Context: an optimization exercise on an open-source flow, tuned for small area. The choices shown serve that exercise and are no tape-out recipe. Function was checked by simulation only, so behaviour that the tests miss may differ from the original. Power and IR drop assume default switching activity.

==> design.v <==
`timescale 1ns / 1ps
module LEDdecoder(
    input[3:0] char,
    output reg[6:0] LED
    );
  always @ (char) begin
      case(char)
        4'b0000:LED = 7'b0000001;	 
        4'b0001:LED = 7'b1001111;	 
        4'b0010:LED = 7'b0010010;	 
        4'b0011:LED = 7'b0000110;	 
        4'b0100:LED = 7'b1001100;	 
        4'b0101:LED = 7'b0100100;	 
        4'b0110:LED = 7'b0100000;	 
        4'b0111:LED = 7'b0001111;	 
        4'b1000:LED = 7'b0000000;	 
        4'b1001:LED = 7'b0000100;	 
        4'b1010:LED = 7'b1111110;	 
        4'b1011:LED = 7'b0111000;	 
        default:LED = 7'b1111111;	 
      endcase
  end
endmodule
`timescale 1ns / 1ps
module FourDigitLEDdriver(reset, clk, data, an3, an2, an1, an0, a, b, c, d, e, f, g, dp);
input clk, reset;
input wire [15:0] data;
output an3, an2, an1, an0;  
output a, b, c, d, e, f, g, dp;	 
reg a,b,c,d,e,f,g,dp;
reg an3,an2,an1,an0;
wire [6:0] LED;
reg [3:0] char;  
reg [3:0] counter;  
always@(posedge clk or posedge reset)
begin
	if (reset)
	begin
		char <= 4'b1100;  
	end
	else if (counter == 4'b0000)
	begin
		char <= data[15:12];
	end
	else if (counter == 4'b1100)
	begin
		char <= data[11:8];
	end
	else if (counter == 4'b1000)
	begin
		char <= data[7:4];
	end
	else if (counter == 4'b0100)
	begin
		char <= data[3:0];
	end
end
always@(posedge clk or posedge reset)
begin
	if (reset)
	begin
		an3 <= 1'b1;
		an2 <= 1'b1;
		an1 <= 1'b1;
		an0 <= 1'b1;
	end
	else if (counter == 4'b1110)
	begin
		an3 <= 1'b0;
		an2 <= 1'b1;
		an1 <= 1'b1;
		an0 <= 1'b1;
	end
	else if (counter == 4'b1010)
	begin
		an3 <= 1'b1;
		an2 <= 1'b0;
		an1 <= 1'b1;
		an0 <= 1'b1;
	end
	else if (counter == 4'b0110)
	begin
		an3 <= 1'b1;
		an2 <= 1'b1;
		an1 <= 1'b0;
		an0 <= 1'b1;
	end
	else if (counter == 4'b0010)
	begin
		an3 <= 1'b1;
		an2 <= 1'b1;
		an1 <= 1'b1;
		an0 <= 1'b0;
	end
	else
	begin
		an3 <= 1'b1;
		an2 <= 1'b1;
		an1 <= 1'b1;
		an0 <= 1'b1;
	end
end
LEDdecoder LEDdecoderINSTANCE (.char(char),.LED(LED));
always@(LED)
begin
	a = LED[6];
	b = LED[5];
	c = LED[4];
	d = LED[3];
	e = LED[2];
	f = LED[1];
	g = LED[0];
	dp = 1'b1;
end
always@(posedge clk or posedge reset)
begin
	if (reset)
	begin
		counter <= 4'b1111;
	end
	else
	begin
		if (counter == 4'b0000)
		begin
			counter <= 4'b1111;
		end
		else
		begin
			counter <= counter - 1'b1;
		end
	end
end
endmodule
`timescale 1ns / 1ps
module baud_controller(reset, clk, baud_select, sample_ENABLE);
input clk, reset;
input [2:0] baud_select;
output reg sample_ENABLE;
reg [13:0] max_value;
reg [13:0] counter;
always @(*) begin
    case (baud_select)
        3'b000: max_value = 10417;
        3'b001: max_value = 2604;
        3'b010: max_value = 651;
        3'b011: max_value = 326;
        3'b100: max_value = 163;
        3'b101: max_value = 81;
        3'b110: max_value = 54;
        default: max_value = 27;
    endcase
end
always @(posedge clk or posedge reset)
begin
    if (reset)
    begin
        counter <= 0;
        sample_ENABLE <= 0;
    end
    else
    begin
        if (counter == max_value - 1)
        begin
            sample_ENABLE <= 0;
            counter <= 0;
        end
        else
        begin
            if (counter == max_value - 2)
                sample_ENABLE <= 1;
            counter <= counter + 1;
        end
    end
end
endmodule
`timescale 1ns / 1ps
module transmitter_uart(reset, clk, Tx_DATA, baud_select, Tx_WR, TX_EN, TxD, TX_BUSY);
input clk, reset;
input [7:0] Tx_DATA;
input [2:0] baud_select;
input TX_EN;
input Tx_WR;
output reg TxD;
output reg TX_BUSY;
localparam IDLE = 3'b000, TSTART = 3'b001, TDATA = 3'b010, TPARITY = 3'b011, TSTOP = 3'b100;
reg [2:0] current_state;
reg [3:0] counter;
reg [2:0] bitIndex;
reg [7:0] data;
wire Tx_sample_ENABLE;
baud_controller baud_controller_tx_instance(reset, clk, baud_select, Tx_sample_ENABLE);
always @(posedge clk or posedge reset)
begin
  if (reset)
  begin
    current_state <= IDLE;
    counter <= 0;
    bitIndex <= 0;
    data <= 0;
    TxD <= 1;
    TX_BUSY <= 0;
  end
  else if (Tx_sample_ENABLE)
  begin
    case (current_state)
      IDLE: if (TX_EN && Tx_WR) begin
        current_state <= TSTART;
        counter <= 0;
        data <= Tx_DATA;
        TxD <= 0;
        TX_BUSY <= 1;
      end
      TSTART: begin
        counter <= counter + 1;
        if (counter == 15) begin
          current_state <= TDATA;
          bitIndex <= 0;
          TxD <= data[0];
        end
      end
      TDATA: begin
        counter <= counter + 1;
        if (counter == 15) begin
          if (bitIndex == 7) begin
            current_state <= TPARITY;
            TxD <= ^data;
          end
          else begin
            bitIndex <= bitIndex + 1;
            TxD <= data[bitIndex + 1];
          end
        end
      end
      TPARITY: begin
        counter <= counter + 1;
        if (counter == 15) begin
          current_state <= TSTOP;
          TxD <= 1;
        end
      end
      TSTOP: begin
        counter <= counter + 1;
        if (counter == 15) begin
          if (TX_EN && Tx_WR) begin
            current_state <= TSTART;
            data <= Tx_DATA;
            TxD <= 0;
          end
          else begin
            current_state <= IDLE;
            TX_BUSY <= 0;
          end
        end
      end
      default: current_state <= IDLE;
    endcase
  end
end
endmodule
`timescale 1ns / 1ps
module receiver_uart(reset, clk, Rx_DATA, baud_select, RX_EN, RxD, Rx_FERROR, Rx_PERROR, Rx_VALID);
input clk, reset;
input [2:0] baud_select;
input RX_EN;
input RxD;
output reg [7:0] Rx_DATA;
output reg Rx_FERROR;  
output reg Rx_PERROR;  
output reg Rx_VALID;   
localparam IDLE = 3'b000, RSTART = 3'b001, RDATA = 3'b010, RPARITY = 3'b011, RSTOP = 3'b100;
reg [2:0] current_state;
reg [3:0] counter;
reg [2:0] bitIndex;
reg [7:0] check_data;  
reg s5, s7;            
wire Rx_sample_ENABLE;
wire majority = (s5 & s7) | (s5 & RxD) | (s7 & RxD);
baud_controller baud_controller_rx_instance(reset, clk, baud_select, Rx_sample_ENABLE);
always @(posedge clk or posedge reset)
begin
  if (reset)
  begin
    current_state <= IDLE;
    counter <= 0;
    bitIndex <= 0;
    check_data <= 0;
    s5 <= 0;
    s7 <= 0;
    Rx_DATA <= 0;
    Rx_FERROR <= 0;
    Rx_PERROR <= 0;
    Rx_VALID <= 0;
  end
  else if (Rx_sample_ENABLE)
  begin
    case (current_state)
      IDLE: if (RX_EN == 1 && RxD == 0) begin
        current_state <= RSTART;
        counter <= 0;
        Rx_FERROR <= 0;
        Rx_PERROR <= 0;
        Rx_VALID <= 0;
      end
      RSTART: begin
        counter <= counter + 1;
        if (counter == 15) begin
          current_state <= RDATA;
          bitIndex <= 0;
        end
      end
      RDATA: begin
        counter <= counter + 1;
        if (counter == 5)
          s5 <= RxD;
        if (counter == 7)
          s7 <= RxD;
        if (counter == 9) begin
          check_data[bitIndex] <= majority;
          if (s5 != RxD || s7 != RxD)
            Rx_FERROR <= 1;  
        end
        if (counter == 15) begin
          if (bitIndex == 7)
            current_state <= RPARITY;
          else
            bitIndex <= bitIndex + 1;
        end
      end
      RPARITY: begin
        counter <= counter + 1;
        if (counter == 7 && RxD != ^check_data)
          Rx_PERROR <= 1;
        if (counter == 15)
          current_state <= RSTOP;
      end
      RSTOP: begin
        counter <= counter + 1;
        if (counter == 7) begin
          if (RxD != 1)
            Rx_FERROR <= 1;
          else if (!Rx_PERROR && !Rx_FERROR)
            Rx_VALID <= 1;
          Rx_DATA <= check_data;
          current_state <= IDLE;
        end
      end
      default: current_state <= IDLE;
    endcase
  end
end
endmodule
`timescale 1ns / 1ps
module uart(reset, clk, Tx_DATA, baud_select, Tx_WR, TX_EN, TxD, TX_BUSY, Rx_DATA, RX_EN, RxD, Rx_FERROR, Rx_PERROR, Rx_VALID);
  input clk, reset;
  input [7:0] Tx_DATA;
  input [2:0] baud_select;
  input TX_EN;
  input Tx_WR;
  output wire TxD;  
  output wire TX_BUSY;
  input RX_EN;
  input RxD;  
  output wire [7:0] Rx_DATA;
  output wire Rx_FERROR;  
  output wire Rx_PERROR;  
  output wire Rx_VALID;  
transmitter_uart T(reset, clk, Tx_DATA, baud_select, Tx_WR, TX_EN, TxD, TX_BUSY);
receiver_uart R(reset, clk, Rx_DATA, baud_select, RX_EN, TxD, Rx_FERROR, Rx_PERROR, Rx_VALID);
endmodule
`timescale 1ns / 1ps
module final_circuit(reset, clk, an3, an2, an1, an0, a, b, c, d, e, f, g, dp, baud_select, Tx_WR, TX_EN, TX_BUSY, Tx_DATA, RX_EN, Rx_FERROR, Rx_PERROR, Rx_VALID);
input clk, reset;
output wire an3, an2, an1, an0;  
output wire a, b, c, d, e, f, g, dp;	 
input [7:0] Tx_DATA;
input [2:0] baud_select;
input TX_EN;
input Tx_WR;
output wire TX_BUSY;
input RX_EN;
output wire Rx_FERROR;  
output wire Rx_PERROR;  
output wire Rx_VALID;  
  reg packets;  
  reg valid_q;  
  wire [7:0] Rx_DATA;
  reg [15:0] output_data;  
  reg [7:0] current_data;  
  wire TxD;
  uart uart(reset, clk, Tx_DATA, baud_select, Tx_WR, TX_EN, TxD, TX_BUSY, Rx_DATA, RX_EN, TxD, Rx_FERROR, Rx_PERROR, Rx_VALID);
  always @(posedge clk or posedge reset) begin
    if (reset) begin
      packets <= 0;
      valid_q <= 0;
      current_data <= 0;
      output_data <= 16'b1100110011001100;
    end
    else begin
      valid_q <= Rx_VALID;
      if (Rx_VALID && !valid_q) begin
        if (!packets) begin
          current_data <= Rx_DATA;
          packets <= 1;
        end
        else begin
          output_data <= {current_data, Rx_DATA};
          packets <= 0;
        end
      end
      if (Rx_FERROR || Rx_PERROR)
        output_data <= 16'b1011101110111011;
    end
  end
FourDigitLEDdriver led_driver(reset, clk, output_data, an3, an2, an1, an0, a, b, c, d, e, f, g, dp);
endmodule
==> run.sh <==
#!/bin/bash
# synth_recipe.tcl (not shown) runs the flow's synth.tcl, then flattens the netlist and writes it again
# the make line also repeats each setting of config.mk as NAME=value (left out here)
make -C /OpenROAD-flow-scripts/flow DESIGN_CONFIG=/design/flow/config.mk WORK_HOME=/design/flow/orfs CLKGATE_MAP_FILE= SYNTH_SCRIPT=/design/flow/synth_recipe.tcl finish
==> config.mk <==
export PLATFORM = sky130hd
export DESIGN_NAME = final_circuit
export DESIGN_NICKNAME = final_circuit
export VERILOG_FILES = /design/flow/design.v
export SDC_FILE = /design/flow/constraint.sdc
export NUM_CORES = 4
export LEC_CHECK = 0
export CAP_MARGIN = 20
export CORE_MARGIN = 2
export CORE_UTILIZATION = 40
export PLACE_DENSITY = 0.6
export SLEW_MARGIN = 20
==> constraint.sdc <==
create_clock -name core_clock -period 20.0 [get_ports {clk}]
set_input_delay 4.0000 -clock core_clock [delete_from_list [all_inputs] [get_ports {clk}]]
set_output_delay 4.0000 -clock core_clock [all_outputs]
set_load 0.01 [all_outputs]
==> key figures <==
Logic synthesis
  – Number of synthesized flops with an enable pin: 0
  – Synthesized area divided by synthesized cell count: 10.2 µm²
  – Top flip-flop cell by instance count after synthesis: sky130_fd_sc_hd__dfrtp_1
  – Count of mapped cells out of synthesis: 661
  – Count of state elements after synthesis: 119
  – Unique masters post-synth: 67
  – Synthesized Nets: 702
  – Post-synthesis instance area: 6720 µm²
  – Count of warnings emitted by yosys: 6
  – Share of flip-flops with an asynchronous set or reset after synthesis: 100%
  – Sequential-to-total area share from yosys stat: 44.7%

Setup path
  – Worst setup EP type: register
  – Largest fanout on the critical path: 28
  – Worst Reg-to-Reg Cells: 5
  – Arrival @ worst endpoint: 7.20 ns
  – Endpoint of the lowest-slack register-to-register path: uart.R.Rx_DATA[0]$_DFFE_PP0P_
  – Reg2reg setup slack: 17.84 ns
  – Reg2Reg Launch Point: uart.R.counter[0]$_DFFE_PP0P_
  – Required time of the critical path: 20.29 ns
  – Critical path type: in -> reg
  – Startpoint types: input port

Route
  – Vias post-DR: 4814
  – Number of detailed-routing iterations run before antenna repair: 5
  – Per-cell via count in the routed design: 5.30
  – Wire length after detailed routing: 12.9 mm
  – Mean routed wirelength per cell: 14.2 µm
  – Antenna violation net count after detailed routing: 0
  – Initial DRC count: 377
  – DR DRC count: 0

Clock network
  – Total setup buffers inserted after CTS: 0
  – Root cell of the clock tree: sky130_fd_sc_hd__clkbuf_16
  – Worst-Skew Late Latency: 0.41 ns
  – CTS tree: yes
  – H-tree depth: 4
  – Number of buffers added to fix hold violations after cts: 0
  – Number of buffers created by CTS: 17
  – Clock sink total: 119
  – Max Buffers Root-to-Sink: 2
  – Clock-pin slew reported for the worst setup and hold paths after clock tree synthesis: 0.05 ns
  – Number of gates resized after CTS: 0

Job
  – Maximum capacitance violations: 0

Global route
  – Remaining Overflow, GRT: 0
  – Global router's overall resource usage: 15.3%
  – First-pass GRT wire length: 22.3 mm
  – Vias in the first global route: 4524
  – Number of antenna violations at the first check in global routing: 0
  – Maximum number of pins on one net before global-route repair: 64

STA
  – Period minus WS final: 6.91 ns
  – Unrepaired setup endpoints after global routing: no
  – Max-slew headroom at the worst pin: 40.4%
  – Largest clock skew in the final design: 0.0105 ns
  – Actual slew at the worst max-slew pin: 0.891 ns
  – Final Hold Fails: 0
  – Final critical-path share of the clock period: 34.6%
  – Final-report max-slew violation count: 0
  – Total setup violations reported at the end of the flow: 0
  – Final Worst Setup Slack: 13.09 ns
  – Final TNS setup: 0 ns
  – Max Clock Freq: 145 MHz

Finish
  – Layout cells sized above 1: 14.5%
  – Area added between synthesis and finish: 14.6%
  – Post-layout net count: 717
  – Sequential cell area: 3000 µm²
  – Layout filler cell count: 1479
  – Diodes inserted: 0
  – Post-Layout Cell Count: 909
  – Multi-input gate area: 3450 µm²

Floorplan
  – Floorplan die height: 134 µm
  – Width of the chip: 134 µm
  – Initial Utilization: 40.7%
  – Die Outline Area: 17900 µm²
  – Standard-cell row count: 47
  – IO Count: 32
  – Core Footprint: 16500 µm²

Hold path
  – Hold Path Class: reg -> reg
  – Hold path start: uart.R.Rx_VALID$_DFFE_PP0P_
  – Worst hold path endpoint: valid_q$_DFF_PP0_
  – Number of stages on the worst hold path: 0

Outcome
  – Result of the run: no timing/DRC/antenna violations

Pwr
  – Worst supply voltage drop on vdd: 0.0600 mV
  – Reported leakage power: 3.26 nW
  – Power density over the cells: 73.4 nW/µm²

Place
  – Worst slack after detailed placement: 12.72 ns
  – Inst Count DP: 877
  – Count of buffers from port buffering: 30
  – Final weighted congestion in routability-driven placement: 0.849
  – DP HPWL: 8.90 mm
[sequential cells by signal (all words and copies together), names as in the netlist, 3 cells and up]
name	flops
uart.T.bitIndex	3
uart.R.baud_controller_rx_instance.counter	14
uart.T.baud_controller_tx_instance.counter	14
uart.R.current_state	3
uart.R.counter	4
output_data	16
uart.T.data	8
uart.R.check_data	8
current_data	8
uart.R.bitIndex	3
uart.T.counter	4
led_driver.counter	4
led_driver.char	4
uart.T.current_state	3
uart.R.Rx_DATA	8
[worst max path at each step]
stage	start	end	slack, ns	cells after the start
2_1_floorplan	reset	current_data[0]$_DFFE_PP0P_	12.87	1
3_3_place_gp	baud_select[2]	uart.R.baud_controller_rx_instance.sample_ENABLE$_DFFE_PP0P_	12.91	11
3_5_place_dp	baud_select[2]	uart.R.baud_controller_rx_instance.counter[4]$_DFF_PP0_	12.72	10
4_1_cts	baud_select[2]	uart.R.baud_controller_rx_instance.counter[3]$_DFF_PP0_	13.15	10
5_1_grt	baud_select[2]	uart.R.baud_controller_rx_instance.sample_ENABLE$_DFFE_PP0P_	12.84	10
6_report	baud_select[2]	uart.T.baud_controller_tx_instance.counter[4]$_DFF_PP0_	13.09	10
[critical path, stage by stage]
cell,delay (ns)
sky130_fd_sc_hd__clkdlybuf4s50_1,1.05
sky130_fd_sc_hd__a21oi_1,0.19
sky130_fd_sc_hd__a21oi_2,0.36
sky130_fd_sc_hd__ha_1,0.35
sky130_fd_sc_hd__nor3_1,0.08
sky130_fd_sc_hd__o21ai_0,0.39
sky130_fd_sc_hd__a21oi_1,0.13
sky130_fd_sc_hd__nor3_1,0.21
sky130_fd_sc_hd__and4_4,0.35
sky130_fd_sc_hd__nor2_1,0.08
[routing by layer]
layer / vias to the layer above / part of all wire, % / track usage, %
met5: - / 0 / 0
met1: 2368 / 49 / 20.8
met3: 10 / 3.4 / 4.45
met2: 66 / 47 / 23.7
li1: 2370 / - / -
met4: 0 / 0.75 / 4.73
[stage by stage]
step | total power, mW | hold slack (ns) | utilization, % | instance area, µm²
floorplan | 0.262 | 0.429 | - | 6720
global placement | 0.266 | 0.437 | 43.0 | 7110
detailed placement | 0.267 | 0.443 | 43.0 | 7110
CTS | 0.574 | 0.456 | 46.6 | 7700
global route | 0.585 | 0.477 | 46.6 | 7700
finish | 0.565 | 0.455 | 46.6 | 7700
[where the power goes]
group          internal, mW  switching (mW)
Clock                 0.193           0.110
Sequential            0.241               0
Combinational       0.00836          0.0133
[Yosys cell counts, types with 3 or more instances]
cell | instances | area (µm²)
sky130_fd_sc_hd__nor3_1 | 17 | 85.1
sky130_fd_sc_hd__o211ai_1 | 4 | 30.0
sky130_fd_sc_hd__nor2_1 | 63 | 236
sky130_fd_sc_hd__a22o_1 | 10 | 87.6
sky130_fd_sc_hd__mux2i_1 | 6 | 60.1
sky130_fd_sc_hd__buf_2 | 7 | 35.0
sky130_fd_sc_hd__buf_4 | 3 | 22.5
sky130_fd_sc_hd__buf_6 | 6 | 67.6
sky130_fd_sc_hd__a21boi_0 | 3 | 22.5
sky130_fd_sc_hd__nor4b_1 | 5 | 43.8
sky130_fd_sc_hd__nand4_1 | 5 | 31.3
sky130_fd_sc_hd__o21ai_0 | 35 | 175
sky130_fd_sc_hd__mux2_2 | 29 | 327
sky130_fd_sc_hd__xor2_1 | 27 | 236
sky130_fd_sc_hd__buf_1 | 4 | 15.0
sky130_fd_sc_hd__a41oi_1 | 3 | 26.3
sky130_fd_sc_hd__xnor2_1 | 38 | 333
sky130_fd_sc_hd__a211oi_1 | 4 | 30.0
sky130_fd_sc_hd__nand3b_1 | 9 | 67.6
sky130_fd_sc_hd__clkbuf_1 | 15 | 56.3
sky130_fd_sc_hd__a21oi_1 | 21 | 105
sky130_fd_sc_hd__o22a_1 | 16 | 140
sky130_fd_sc_hd__a211o_1 | 3 | 26.3
sky130_fd_sc_hd__and2_1 | 4 | 25.0
sky130_fd_sc_hd__and3_1 | 6 | 37.5
sky130_fd_sc_hd__nand2_1 | 48 | 180
sky130_fd_sc_hd__dfstp_2 | 19 | 499
sky130_fd_sc_hd__ha_1 | 25 | 313
sky130_fd_sc_hd__or3_1 | 3 | 18.8
sky130_fd_sc_hd__nand2b_1 | 9 | 56.3
sky130_fd_sc_hd__dfrtp_1 | 100 | 2500
sky130_fd_sc_hd__and4_1 | 4 | 35.0
sky130_fd_sc_hd__a31oi_1 | 3 | 18.8
sky130_fd_sc_hd__mux4_2 | 5 | 113
sky130_fd_sc_hd__nand3_1 | 28 | 140
sky130_fd_sc_hd__nor4bb_1 | 3 | 30.0
sky130_fd_sc_hd__o31ai_1 | 5 | 37.5
sky130_fd_sc_hd__a21o_1 | 3 | 22.5
sky130_fd_sc_hd__inv_1 | 20 | 75.1
sky130_fd_sc_hd__nor2b_1 | 8 | 50.1
[layout make-up]
type | instances | area share, %
sequential | 119 | 39.0
clock inverter | 11 | 1.59
timing repair buffer | 31 | 4.00
clock buffer | 21 | 6.11
multi-input combinational | 487 | 44.8
tap | 220 | 3.57
inverter | 20 | 1.01
[cells in the final DEF (no fill, tap or decap), types with 10 or more instances in the layout]
master,count
sky130_fd_sc_hd__dfrtp_1,100
sky130_fd_sc_hd__nor2_1,63
sky130_fd_sc_hd__nand2_1,48
sky130_fd_sc_hd__xnor2_1,38
sky130_fd_sc_hd__o21ai_0,35
sky130_fd_sc_hd__clkdlybuf4s50_1,30
sky130_fd_sc_hd__mux2_2,29
sky130_fd_sc_hd__nand3_1,28
sky130_fd_sc_hd__xor2_1,27
sky130_fd_sc_hd__ha_1,25
sky130_fd_sc_hd__a21oi_1,21
sky130_fd_sc_hd__inv_1,19
sky130_fd_sc_hd__dfstp_2,19
sky130_fd_sc_hd__nor3_1,17
sky130_fd_sc_hd__clkbuf_16,17
sky130_fd_sc_hd__o22a_1,16
sky130_fd_sc_hd__a22o_1,10
[cells by family after synthesis]
group / Yosys count / share of synthesized area (%)
other: 1 / 0.0558
DFF: 119 / 44.7
adders and majority gates: 25 / 4.65
buffers and inverters: 55 / 4.04
xor gates and xnor gates: 65 / 8.47
and+or+nand+nor: 227 / 17.5
AOI/OAI and AO/OA: 129 / 13.2
muxes: 40 / 7.43

==> port drivers added, routing unchanged <==
The flow's constraints put no driver on any port. The routed layout listed below was extracted and timed again, unchanged, in two steps. Step 1, drivers: a clkbuf_16 drives clk and a buf_2 each remaining input, both assumed. Step 2 moves the port delays by t, midway between the first and last clock arrival at a register: inputs arrive t later, outputs are due t later. That takes back most of the time a late clock gives input paths. a / b / c = no drivers / after step 1 / after step 2; a / b = the first two.
shift t [ns]: 0.447
setup WS [ns]: 13.090 / 13.108 / 12.662
slew at the worst register clock pin (ns): 0.06 / 0.06
After both steps setup and hold are still met in this run. The setup slack of this run moves by +0.018 ns with the drivers and by -0.428 ns with both steps.
